This design comes from an exercise in tuning for small area on the open sky130 flow, not from production work. No functional check of the RTL was part of this run. Power figures rest on the tool's default switching activity, not on a simulated workload.

==> design/flow/design.v <==
`timescale 1ns / 1ps
module Contador_Comparador(
	input	clk, rst,
	input enable,
	output reg iguales	
	);
reg [25:0] CuentaCada20ns;
always @ (posedge rst or posedge clk) 
	begin
	  if (rst) CuentaCada20ns <= 0;  
	  else if (iguales) CuentaCada20ns <= 0;
			else if (enable) CuentaCada20ns <= CuentaCada20ns +1;
			else CuentaCada20ns <= CuentaCada20ns;
	end
always @(CuentaCada20ns)
	begin
		if (CuentaCada20ns == 5_000) 
			iguales = 'b1; 
		else iguales = 0;
end
endmodule
`timescale 1ns / 1ps
module Debouncer(
    input Clock,
    input Reset,
    input Switch,
    output reg One_Shot,
	 output reg Sw_Clean
    );
	 parameter [2:0] Ini  = 'b000;
	 parameter [2:0] Shot = 'b001;
	 parameter [2:0] Off1 = 'b011;
	 parameter [2:0] Sw_1 = 'b010;
	 parameter [2:0] Off2 = 'b110;
	 wire Delay_End;
	 reg [2:0] Status;
	 always @ (posedge Reset, posedge Clock)
		begin
			if (Reset)
				Status <= Ini;
			else
				case (Status)
					Ini: if (Switch)
						Status <= Shot;
					else
						Status <= Ini; 
					Shot: Status <= Off1;
					Off1: if (Delay_End)
						Status <= Sw_1;
					else
						Status <= Off1;
					Sw_1: if (~Switch)
						Status <= Off2;
					else
						Status <= Sw_1;
					Off2: if (Delay_End)
						Status <= Ini;
					else
						Status <= Off2;
					default: Status <= Ini;
				endcase
		end
	always @ (Status)
		begin
			case (Status)
				Ini:  begin One_Shot = 'b0; Sw_Clean = 'b0; end
				Shot: begin One_Shot = 'b1; Sw_Clean = 'b0; end
				Off1: begin One_Shot = 'b0; Sw_Clean = 'b1; end
				Sw_1: begin One_Shot = 'b0; Sw_Clean = 'b0; end
				Off2: begin One_Shot = 'b0; Sw_Clean = 'b1; end
				default: begin One_Shot = 'b0; Sw_Clean = 'b0; end
			endcase
		end
	Contador_Comparador CC(.clk(Clock), .rst(Reset), .enable(Switch), .iguales(Delay_End));
endmodule
`timescale 1ns / 1ps
module MaquinaEstados(
	input A,
	input B,
	input clk,
	input reset,
	output reg inc,
	output reg dec
);
parameter espera = 'b0000;
parameter a_0    = 'b0001; 
parameter a_1    = 'b0010; 
parameter b_0    = 'b0011; 
parameter b_1    = 'b0100; 
reg [2:0] estado;
always @ (posedge clk, posedge reset)
begin
	if(reset)
		estado <= 0;
	else
	begin
		case(estado)
		espera:
		begin
			if(A == 1 && B == 0) estado <= a_0;
			else if(B == 1 && A == 0) estado <= b_0;
		end
		a_0:
		begin
			if(B)	estado <= a_1;
		end
		b_0:
		begin
			if(A) estado <= b_1;
		end
		a_1:
		begin
			estado <= espera;
		end
		b_1:
		begin
			estado <= espera;
		end
		default:	estado <= espera;
		endcase
	end
end
always @ (estado)
begin
	case(estado)
	espera:
	begin
		inc = 0;
		dec = 0;
	end
	a_0:
	begin
		inc = 0;
		dec = 0;
	end
	b_0:
	begin
		inc = 0;
		dec = 0;
	end
	a_1:
	begin
		inc = 1;
		dec = 0;
	end
	b_1:
	begin
		inc = 0;
		dec = 1;
	end
	default:
	begin
		inc = 0;
		dec = 0;
	end
	endcase
end
endmodule
`timescale 1ns / 1ps
module SumadorRotary #(parameter [11:0] resetValue = 12'd0)(
	input clk,
	input reset,
	input inc,
	input dec,
	output reg [15:0] result
    );
parameter increase = 15;
	always @ (posedge reset or posedge clk)
		begin
		if(reset) result <= resetValue;
		else if(inc)
		begin
			result <= result+increase;
		end
		else if(dec)
		begin
				result <= result-increase;
		end
		end
endmodule
`timescale 1ns / 1ps
module RotaryEncoders #(parameter [11:0] resetValue = 12'd0)(
	input clk,
	input reset,
	input LeftA,
	input LeftB,
	input RightA,
	input RightB,
	output [15:0] result,
	output [15:0] result2,
	output moved		 
    );
	 wire LeftA_shot;
	 wire LeftB_shot;
	 wire RightA_shot;
	 wire RightB_shot;
	 wire increase;
	 wire decrease;
	 wire [15:0] res;
	 wire increase2;
	 wire decrease2;
	 wire [15:0] res2;
	 Debouncer deb1(.Clock(clk), .Reset(reset), .Switch(LeftA), .Sw_Clean(LeftA_shot));
	 Debouncer deb2(.Clock(clk), .Reset(reset), .Switch(LeftB), .Sw_Clean(LeftB_shot));
	 MaquinaEstados maquina1(.A(LeftA_shot), .B(LeftB_shot), .clk(clk), .reset(reset), .inc(increase), .dec(decrease));
	 SumadorRotary #(resetValue) sumador(.clk(clk), .reset(reset), .inc(increase), .dec(decrease), .result(res));
	 Debouncer deb4(.Clock(clk), .Reset(reset), .Switch(RightA), .Sw_Clean(RightA_shot));
	 Debouncer deb3(.Clock(clk), .Reset(reset), .Switch(RightB), .Sw_Clean(RightB_shot));
	 MaquinaEstados maquina2(.A(RightA_shot), .B(RightB_shot), .clk(clk), .reset(reset), .inc(increase2), .dec(decrease2));
	 SumadorRotary #(resetValue) sumador2(.clk(clk), .reset(reset), .inc(increase2), .dec(decrease2), .result(res2));
	 assign result = res;
	 assign result2 = res2;
	 assign moved = increase | decrease | increase2 | decrease2;
endmodule
`timescale 1ns / 1ps
module clockdiv(
	input wire clk,		 
	input wire clr,		 
	output wire dclk,		 
	output wire segclk	 
	);
reg [16:0] q;
always @(posedge clk or posedge clr)
begin
	if (clr == 1)
		q <= 0;
	else
		q <= q + 1;
end
assign segclk = q[16];
assign dclk = q[0];
endmodule
`timescale 1ns / 1ps
module vga640x480(
	input wire clk,			      
	input wire pix_en,		      
	input wire moved,		      
	input wire clr,	           
	input [15:0] posx,
	input [15:0] posy,
	input [15:0] posx2,
	input [15:0] posy2,
	output wire hsync,		  
	output wire vsync,		 
	output reg[2:0] red,	      
	output reg[2:0] green,    
	output reg[1:0] blue,	    
	output [3:0] score1,
	output [3:0] score2
	);
parameter cursor_width  = 20;
parameter cursor_height = 20;
parameter ball_size = 10;
reg [15:0] ball_x;
reg [15:0] ball_y;
localparam [6:0] cursor_size_player1 = 20;
localparam [6:0] cursor_size_player2 = 20;
reg [3:0] player1_score;
reg [3:0] player2_score;
reg [7:0] player1_color;
reg [7:0] player2_color;
parameter hpixels  = 800;        
parameter vlines   = 521;       
parameter hpulse   = 96; 	    
parameter vpulse   = 2; 	   
parameter hbp      = 144; 	  
parameter hfp      = 784; 	 
parameter vbp      = 31;   
parameter vfp      = 511; 
reg [9:0] hc;
reg [9:0] vc;
always @(posedge clk or posedge clr)
begin
	if (clr == 1)
	begin
		hc <= 0;
		vc <= 0;
	end
	else if (pix_en)
	begin
		if (hc < hpixels - 1)
			hc <= hc + 1;
		else
		begin
			hc <= 0;
			if (vc < vlines - 1)
				vc <= vc + 1;
			else
				vc <= 0;
		end
	end
end
assign hsync = (hc < hpulse) ? 0:1;
assign vsync = (vc < vpulse) ? 0:1;
reg printH_player1;
reg printV_player1;
reg printH_ball;
reg printV_ball;
reg printH_player2;
reg printV_player2;
always @*
begin
	printV_player1 = (vc > vbp + posy && vc < vbp + posy + cursor_size_player1);
	printV_player2 = (vc > vbp + posy2 && vc < vbp + posy2 + cursor_size_player2);
	printV_ball    = (vc > vbp + ball_y && vc < vbp + ball_y + ball_size);
end
always @*
begin
	printH_player1 = (hc > hbp + posx && hc < hbp + posx + cursor_size_player1);
	printH_player2 = (hc > hbp + posx2 && hc < hbp + posx2 + cursor_size_player2);
	printH_ball    = (hc > hbp + ball_x && hc < hbp + ball_x + ball_size);
end
always @ (printH_player1, printV_player1, printH_player2, printV_player2, printH_ball, printV_ball, player1_color, player2_color)
begin
	if(printH_player1 && printV_player1 && printH_ball && printV_ball && printH_player2 && printV_player2)
	begin
		red = 3'b101;
		green = 3'b110;
		blue = 2'b01;
	end
	else if(printH_player1 && printV_player1)
	begin
		red = player1_color[7:5];
		green = player1_color[4:2];
		blue = player1_color[1:0];
	end
	else if(printH_player2 && printV_player2)
	begin
		red = player2_color[7:5];
		green = player2_color[4:2];
		blue = player2_color[1:0];
	end
	else if(printH_ball && printV_ball)
	begin
		red = 3'b001;
		green = 3'b111;
		blue = 2'b01;
	end
	else
	begin
		red = 3'b000;
		green = 3'b000;
		blue = 2'b00;
	end
end
reg [8:0] random;
always @(posedge clk or posedge clr)
begin
	if (clr == 1)
		random <= 0;
	else if (pix_en)
	begin
		if (random == 400)
			random <= 0;
		else
			random <= random + 1'b1;
	end
end
reg moved_q;
always @(posedge clk or posedge clr)
begin
	if (clr == 1)
	begin
		moved_q <= 0;
		ball_x <= 300;
		ball_y <= 300;
		player1_score <= 0;
		player2_score <= 0;
		player1_color <= 8'b11100110;
		player2_color <= 8'b00101011;
	end
	else
	begin
		moved_q <= moved;
		if (moved_q)
		begin
			if((ball_x >= posx && ball_x <= posx + cursor_size_player1) && (ball_y >= posy && ball_y <= posy + cursor_size_player1))
			begin
				ball_x <= random[8:0] ;
				ball_y <= random[8:0] ;
				player1_score <= player1_score + 1;
				player1_color <= player1_color+1;
			end
			else if((ball_x >= posx2 && ball_x <= posx2 + cursor_size_player2) && (ball_y >= posy2 && ball_y <= posy2 + cursor_size_player2))
			begin
				ball_x <= random[8:0] ;
				ball_y <= random[8:0] ;
				player2_score <= player2_score + 1;
				player2_color <= player2_color+1;
			end
		end
	end
end
assign score1 = player1_score;
assign score2 = player2_score;
endmodule
`timescale 1ns / 1ps
module nCounter #(parameter integer limit=2, parameter busSize = 4)(
    input clk, enable, rst,
    output reg [busSize-1:0] count,
	 output reg overflow
    );
	 always @ (posedge rst, posedge clk)
	 begin
		if(rst)
		begin
			count<='b0;
			overflow <= 0;
		end
		else
		begin
		overflow <= 0;
		if(count == limit)  
			begin
				count<='b0;
				overflow <= 1;
			end
		else if(enable)
			count<=count+'b1;
		end
	 end
endmodule
`timescale 1ns / 1ps
module Timer #(parameter busSize = 26, parameter binTime = 50_000_000)(
    input clk, enable, rst,
    output reg toggle
    );
	 reg [busSize-1:0] localCount;
	 reg [busSize-1:0] limit;
	always @ (posedge rst, posedge clk) 
	begin
		if (rst) begin localCount <= 0; limit <= binTime; end
		else if (toggle) localCount <= 0;
		else if (enable) localCount <= localCount +1;
	end
	always @ (limit, localCount) 
	begin
		if (localCount == limit) toggle = 'b1; 
		else toggle = 'b0;
	end
endmodule
`timescale 1ns / 1ps
module Mux4_4(
    input [3:0] numA,
	 input [3:0] numB,
	 input [3:0] numC,
	 input [3:0] numD,
    input [1:0] sw,
    output [3:0] out
    );
	 assign out = (sw[0] == 1) ? (sw[1] == 1 ? numD : numB) : (sw[1] == 1 ? numC : numA);
endmodule
`timescale 1ns / 1ps
module bin_to_hex(
    input w,
    input x,
    input y,
    input z,
    output [6:0] num
    );
		assign num[6]= (~w&~x&~y&z)| (~w&x&~y&~z)| (w&x&~y&z)| (w&~x&y&z);
		assign num[5]= (w&x&y&z)| (w&x&y&~z)| (w&x&~y&~z)| (w&~x&y&z)|(~w&x&y&~z)|(~w&x&~y&z);
		assign num[4]= (~w&~x&y&~z)| (w&x&~y&~z)| (w&x&y);
		assign num[3]= (x&y&z)| (~x&~y&z)| (w&~x&y&~z)| (~w&x&~y&~z);
		assign num[2]= (~w&z)| (~x&~y&z)| (~w&x&~y);
		assign num[1] = (~w&~x&~y&z)| (~w&~x&y&z)| (~w&~x&y&~z)| (~w&x&y&z)| (w&x&~y&z);
		assign num[0]= (~w&~x&~y)| (~w&x&y&z)| (w&x&~y&~z);
endmodule
`timescale 1ns / 1ps
module Display(
	 input clk,
	 input rst,
	 input [3:0]A, 
	 input [3:0]B, 
	 input [3:0]C, 
	 input [3:0]D,
    output [6:0] numOut,
    output [3:0] transistor
    );
	 wire tggl;
	 wire [1:0] switcher;
	 wire [3:0] currentNumber;
	 Timer #(22, 250_000) dispTimer(.clk(clk), .enable(1'b1), .rst(rst), .toggle(tggl));  
	 nCounter #(4, 2) switch(.clk(clk),.count(switcher), .enable(tggl), .rst(rst), .overflow());  
	 Mux4_4 numbers(.sw(switcher), .numA(D), .numB(C), .numC(B), .numD(A), .out(currentNumber));
	 Mux4_4 oneCold(.sw(switcher), .numA(4'b0111), .numB(4'b1011), .numC(4'b1101), .numD(4'b1110), .out(transistor));
	 bin_to_hex converter(.w(currentNumber[3]),.x(currentNumber[2]),.y(currentNumber[1]),.z(currentNumber[0]), .num(numOut));	 
endmodule
`timescale 1ns / 1ps
module SuperBallPickupMasterRotaryChampionDeluxe5(
	input LeftA,
	input LeftB,
	input RightA,
	input RightB,
	input LeftA2,
	input LeftB2,
	input RightA2,
	input RightB2,
	input wire clk,			 
	input wire reset,			 
	output wire [6:0] seg,	 
	output wire [3:0] an,	 
	output wire dp,			 
	output wire [2:0] red,	 
	output wire [2:0] green, 
	output wire [1:0] blue,	 
	output wire hsync,		 
	output wire vsync,			 
	output resetOut
	);
wire segclk;
wire dclk;
assign dp = 1;
wire [15:0] posx;
wire [15:0] posy;
wire [15:0] posx2;
wire [15:0] posy2;
wire moved1;
wire moved2;
RotaryEncoders #(12'd100) rot(.clk(clk),.reset(reset), .LeftA(LeftA),.LeftB(LeftB),.RightA(RightA),.RightB(RightB),.result(posx),.result2(posy),.moved(moved1));
RotaryEncoders #(12'd400) rot2(.clk(clk),.reset(reset), .LeftA(LeftA2),.LeftB(LeftB2),.RightA(RightA2),.RightB(RightB2),.result(posx2),.result2(posy2),.moved(moved2));
clockdiv U1(.clk(clk),.clr(reset),.segclk(segclk),.dclk(dclk));
wire [3:0] score1;
wire [3:0] score2;
vga640x480 U3(.clk(clk),.pix_en(~dclk),.moved(moved1 | moved2),.clr(reset),.hsync(hsync),.vsync(vsync), .posx(posx), .posy(posy),  .posx2(posx2), .posy2(posy2), .red(red),.green(green),.blue(blue),.score1(score1),.score2(score2));
Display outputDisp(.clk(clk),.rst(reset),.A(4'b0001),.B(score1),.C(4'b0010),.D(score2),.numOut(seg),.transistor(an));
assign resetOut = reset;
endmodule
==> design/flow/run.sh <==
#!/bin/bash
# synth_recipe.tcl (not shown) runs the flow's synth.tcl, then flattens the netlist and writes it again
# the make line also repeats each setting of config.mk as NAME=value (left out here)
make -C /OpenROAD-flow-scripts/flow DESIGN_CONFIG=/design/flow/config.mk WORK_HOME=/design/flow/orfs CLKGATE_MAP_FILE= SYNTH_SCRIPT=/design/flow/synth_recipe.tcl finish
==> design/flow/config.mk <==
export PLATFORM = sky130hd
export DESIGN_NAME = SuperBallPickupMasterRotaryChampionDeluxe5
export DESIGN_NICKNAME = SuperBallPickupMasterRotaryChampionDeluxe5
export VERILOG_FILES = /design/flow/design.v
export SDC_FILE = /design/flow/constraint.sdc
export NUM_CORES = 4
export LEC_CHECK = 0
export CAP_MARGIN = 20
export CORE_MARGIN = 2
export CORE_UTILIZATION = 40
export SLEW_MARGIN = 20
==> design/flow/constraint.sdc <==
create_clock -name core_clock -period 20.0 [get_ports {clk}]
set_input_delay 4.0000 -clock core_clock [delete_from_list [all_inputs] [get_ports {clk}]]
set_output_delay 4.0000 -clock core_clock [all_outputs]
set_load 0.01 [all_outputs]
==> flow_summary_export.csv <==
group,metric,value,unit
power,internal-power,2.34,mW
place,numPortBuffers,31,
setup_path,cp.arrival,5390,ps
drt,via_per_inst,5.27,
clocking,clk_latency,620,ps
place,place.gp.congestion,0.875,
sta,report.final.slew_viol_count,0,
setup_path,critPathSlowestCell,"dfstp_2",
synth,synth-seq-cells,396,
sta,finalSetupTns,0,ps
floorplan,ioPinCount,33,
sta,setup_viol,0,
power,ir_drop,0.0677,mV
place,dp.cells,3998,
clocking,tritoncts,"built",
clocking,cts_buffer_depth,3,
flow_run,cap_violations,0,
synth,synth-adder-area-share,13.3,%
power,net-switching-power,1.73,mW
clocking,cts_setup_buffers,0,
clocking,cts_resized,0,
floorplan,die_h,269,um
floorplan,num_rows,97,
synth,syn_avg_cell_area,9.10,um2
drt,drc,0,
min_path,min_path_type,"reg2reg",
setup_path,cp-start-kind,"flop",
setup_path,max_stage_delay,780,ps
setup_path,end_kind,"output pin",
synth,synth_nets,3394,
global_routing,grt_max_degree,85,
floorplan,chipWidth,269,um
setup_path,crit_buf_inv,2,
global_routing,grt_first_pass_wirelength,104000,um
synth,yosys_warnings,9,
sta,timing.fmax,107,MHz
clocking,cts_root_buf,"clkbuf_16",
cells_and_area,final_cells,4086,
drt,drt_iter0_drc,1026,
synth,synth_area,28100,um2
clocking,numCtsBuffers,47,
synth,async_flop_share,100,%
synth,synth_edf_count,0,
synth,synth-xor-area-share,13.1,%
clocking,cts.sinks,396,
power,p_seq_share,30.8,%
clocking,ctsHoldBuffers,0,
place,dp_hpwl,43700,um
synth,synth_compound_area_share,12.0,%
sta,rsz0062_at_grt,"no",
clocking,clkTransAtPathRegs,60,ps
drt,vias,21547,
power,p_leak,14.2,nW
sta,finalCriticalPeriod,9390,ps
power,powerDensity,131,nW/um2
sta,tightest_slew,1060,ps
synth,synth_top_family_by_area,"simple AND/OR/NAND/NOR gates",
sta,hold_viol,0,
sta,max_slew_margin,28.3,%
sta,fin_crit_sh,46.9,%
floorplan,die_area,72400,um2
power,power_frac_clock,21.1,%
setup_path,worst-setup-path-type,"reg2out",
floorplan,start_util,40.3,%
drt,routed_wl,60700,um
clocking,h-tree-depth,2,
global_routing,grt_pass1_vias,20890,
power,p_sw_share,42.6,%
synth,syn_inst,3088,
floorplan,coreArea,69800,um2
cells_and_area,syn_to_final_growth,10.2,%
synth,synth-simple-area-share,21.2,%
setup_path,path_cells,"inv_1, ha_1, a21boi_0, nand3_1, and3_1, xnor2_1, nor2_1, a21boi_0, ha_1, a22oi_1, o211ai_1, a311oi_1, nand4_1, nand4b_1, nor3b_2, a221o_1, clkdlybuf4s50_1",
cells_and_area,nets,3413,
setup_path,critPathTopFamily,"simple AND/OR/NAND/NOR gates",
synth,synthMuxAreaShare,1.60,%
synth,post_synth_num_cell_types,87,
run_status,status,"no timing/DRC/antenna violations",
setup_path,crit_fanout,13,
setup_path,required,16000,ps
global_routing,grt-ovfl-total,0,
drt,wire_per_inst,14.9,um
global_routing,antenna_found_initial,0,
synth,yosysSeqAreaShare,35.4,%
sta,fin_skew,38.5,ps
synth,synth-main-ff-cell,"dfrtp_1",
drt,dr.pass1.iters,5,
global_routing,grt_use_total,17.2,%
cells_and_area,drive_gt1_share,5.25,%
power,p_comb_share,48.1,%
drt,final_antenna_net_count,0,
## synthesized netlist by cell type (all sizes together), types with 11 or more instances
library cell / instances / area, um2
o21ai: 140 / 708
a211oi: 20 / 165
xnor2: 248 / 2180
and2: 17 / 106
or3: 28 / 175
a21oi: 123 / 616
nor2: 290 / 1100
nand3: 136 / 681
dfstp: 25 / 657
xor2: 172 / 1510
dfrtp: 371 / 9280
mux2: 16 / 180
a31oi: 24 / 150
nor4: 44 / 282
o211ai: 12 / 90.1
nand2: 234 / 878
o31ai: 15 / 113
nand2b: 43 / 269
ha: 292 / 3650
nor3: 87 / 473
a22oi: 11 / 82.6
nor4b: 28 / 245
and4: 16 / 140
mux2i: 27 / 270
inv: 167 / 627
a21o: 45 / 338
nor2b: 42 / 263
or4: 14 / 105
nand4: 90 / 584
and3: 57 / 357
buf: 19 / 106
a2111oi: 19 / 173
clkbuf: 61 / 231
o21a: 31 / 233
## sequential cells by signal (all words and copies together) (netlist names), 10 cells and up
signal and count:
U3.hc 10, U3.vc 10, outputDisp.dispTimer.localCount 22, rot.deb1.CC.CuentaCada20ns 26, rot.deb2.CC.CuentaCada20ns 26, rot.deb3.CC.CuentaCada20ns 26, rot.deb4.CC.CuentaCada20ns 26, rot.sumador.result 16
rot.sumador2.result 16, rot2.deb1.CC.CuentaCada20ns 26, rot2.deb2.CC.CuentaCada20ns 26, rot2.deb3.CC.CuentaCada20ns 26, rot2.deb4.CC.CuentaCada20ns 26, rot2.sumador.result 16, rot2.sumador2.result 16
## stage by stage
stage               power (mW)  area (um2)  hold slack (ps)  utilization, %  setup slack (ps)
floorplan                 2.79       28100              406               -              5030
global placement          3.19       29400              456            42.1             10840
detailed placement        3.22       29400              456            42.1             10840
CTS                       4.10       31000              467            44.4             10570
global route              4.46       31000              491            44.4             10190
finish                    4.07       31000              464            44.4             10610
## cells in the final DEF (no fill, tap or decap), drive strengths merged, types with 20 or more instances in the layout
cell	Yosys	final
nor2	290	290
nor2b	42	42
a211oi	20	20
a31oi	24	24
a21oi	123	123
clkdlybuf4s50	0	31
mux2i	27	27
nor3	87	87
dfrtp	371	371
clkbuf	61	67
nand3	136	136
or3	28	28
inv	167	168
nand2b	43	43
xor2	172	172
o21a	31	31
o21ai	140	140
xnor2	248	248
nor4	44	44
nand4	90	90
dfstp	25	25
and3	57	57
ha	292	292
a21o	45	45
nor4b	28	28
nand2	234	234
## worst paths after layout
check	slack, ps	to	depth (start not counted)	start
setup / recovery	10610	green[1]	17	U3.ball_x[2]$_DFFE_PP1P_
setup reg to reg	15660	U3.ball_x[4]$_DFFE_PP0P_	12	U3.ball_x[0]$_DFFE_PP0P_
hold / removal	460	U3.player2_score[3]$_DFFE_PP0P_	1	U3.player2_score[3]$_DFFE_PP0P_
max in group asynchronous	14070	rot.sumador2.result[11]$_DFFE_PP0P_	4	reset
min in group asynchronous	3890	rot2.deb4.CC.CuentaCada20ns[2]$_DFFE_PP0P_	2	reset
hold reg to reg	460	U3.player2_score[3]$_DFFE_PP0P_	1	U3.player2_score[3]$_DFFE_PP0P_
## routing by layer
metal	track usage, %	wire length [um]	vias to the layer above
li1	-	-	11020
met2	28.0	27400	241
met4	3.98	1110	0
met5	0	0	-
met3	2.37	1620	66
met1	24.2	30600	10220
## worst reg2reg max path: stages, from the launching register on
cell and delay, ps:
dfrtp_1 410, inv_1 330, ha_1 330, nand2b_1 150, a21o_1 180, a21o_1 180
a21o_1 180, a21o_1 170, a21o_1 170, a2111oi_0 670, or4b_1 740, o21ai_2 360
mux2_2 360
## power groups by stage
| stage | Sequential [mW] | Clock [mW] | Combinational, mW |
|---|---|---|---|
| final | 1.25 | 0.857 | 1.96 |
| after global routing | 1.29 | 0.918 | 2.25 |
| after CTS | 1.25 | 0.885 | 1.96 |
| after detailed placement | 1.27 | 0 | 1.95 |
| after global placement | 1.27 | 0 | 1.93 |
| after floorplan | 1.13 | 0 | 1.66 |
## logic make-up after synthesis
| family | count (synthesis) |
|---|---|
| simple gates | 1162 |
| compound gates | 522 |
| xor+xnor | 420 |
| flops | 396 |
| fa+ha+maj | 296 |
| buf+inv | 248 |
| mux | 43 |
| other cells | 1 |
## final cells by class
cell class	count	area, um2
Antenna cell	1	2.50
Multi-Input combinational cell	2444	17200
Timing Repair Buffer	50	453
Fill cell	6747	38800
Tap cell	940	1180
Clock buffer	67	1330
Clock inverter	20	216
Inverter	168	638
Sequential cell	396	9940

==> static timing again, ports no longer ideal <==
Ports are ideal in the flow. The routed layout listed here was re-timed in OpenROAD.
Step 1 sets driving cells, clkbuf_16 on the clock port and buf_2 on the other inputs (assumed; they add their load-dependent delay and slew).
Step 2 adds t to the input delays and takes it off the output delays; t is the mean of the earliest and latest rising clock arrival at the registers after step 1. Input paths then give back, and output paths get back, about the clock's delay inside the block.
Slacks: no drivers / after step 1 / after step 2; pairs: no drivers / after step 1.
shift t [ns]: 0.660
slack for setup (ns): 10.612 / 10.548 / 10.814
hold slack, ns: 0.464 / 0.464 / 0.464
slew at the worst register clock pin (ns): 0.07 / 0.07
cell pins on the clock port's net: 1
After both steps setup and hold are still met in this run. The setup slack of this run moves by -0.064 ns with the drivers and by +0.202 ns with both steps.
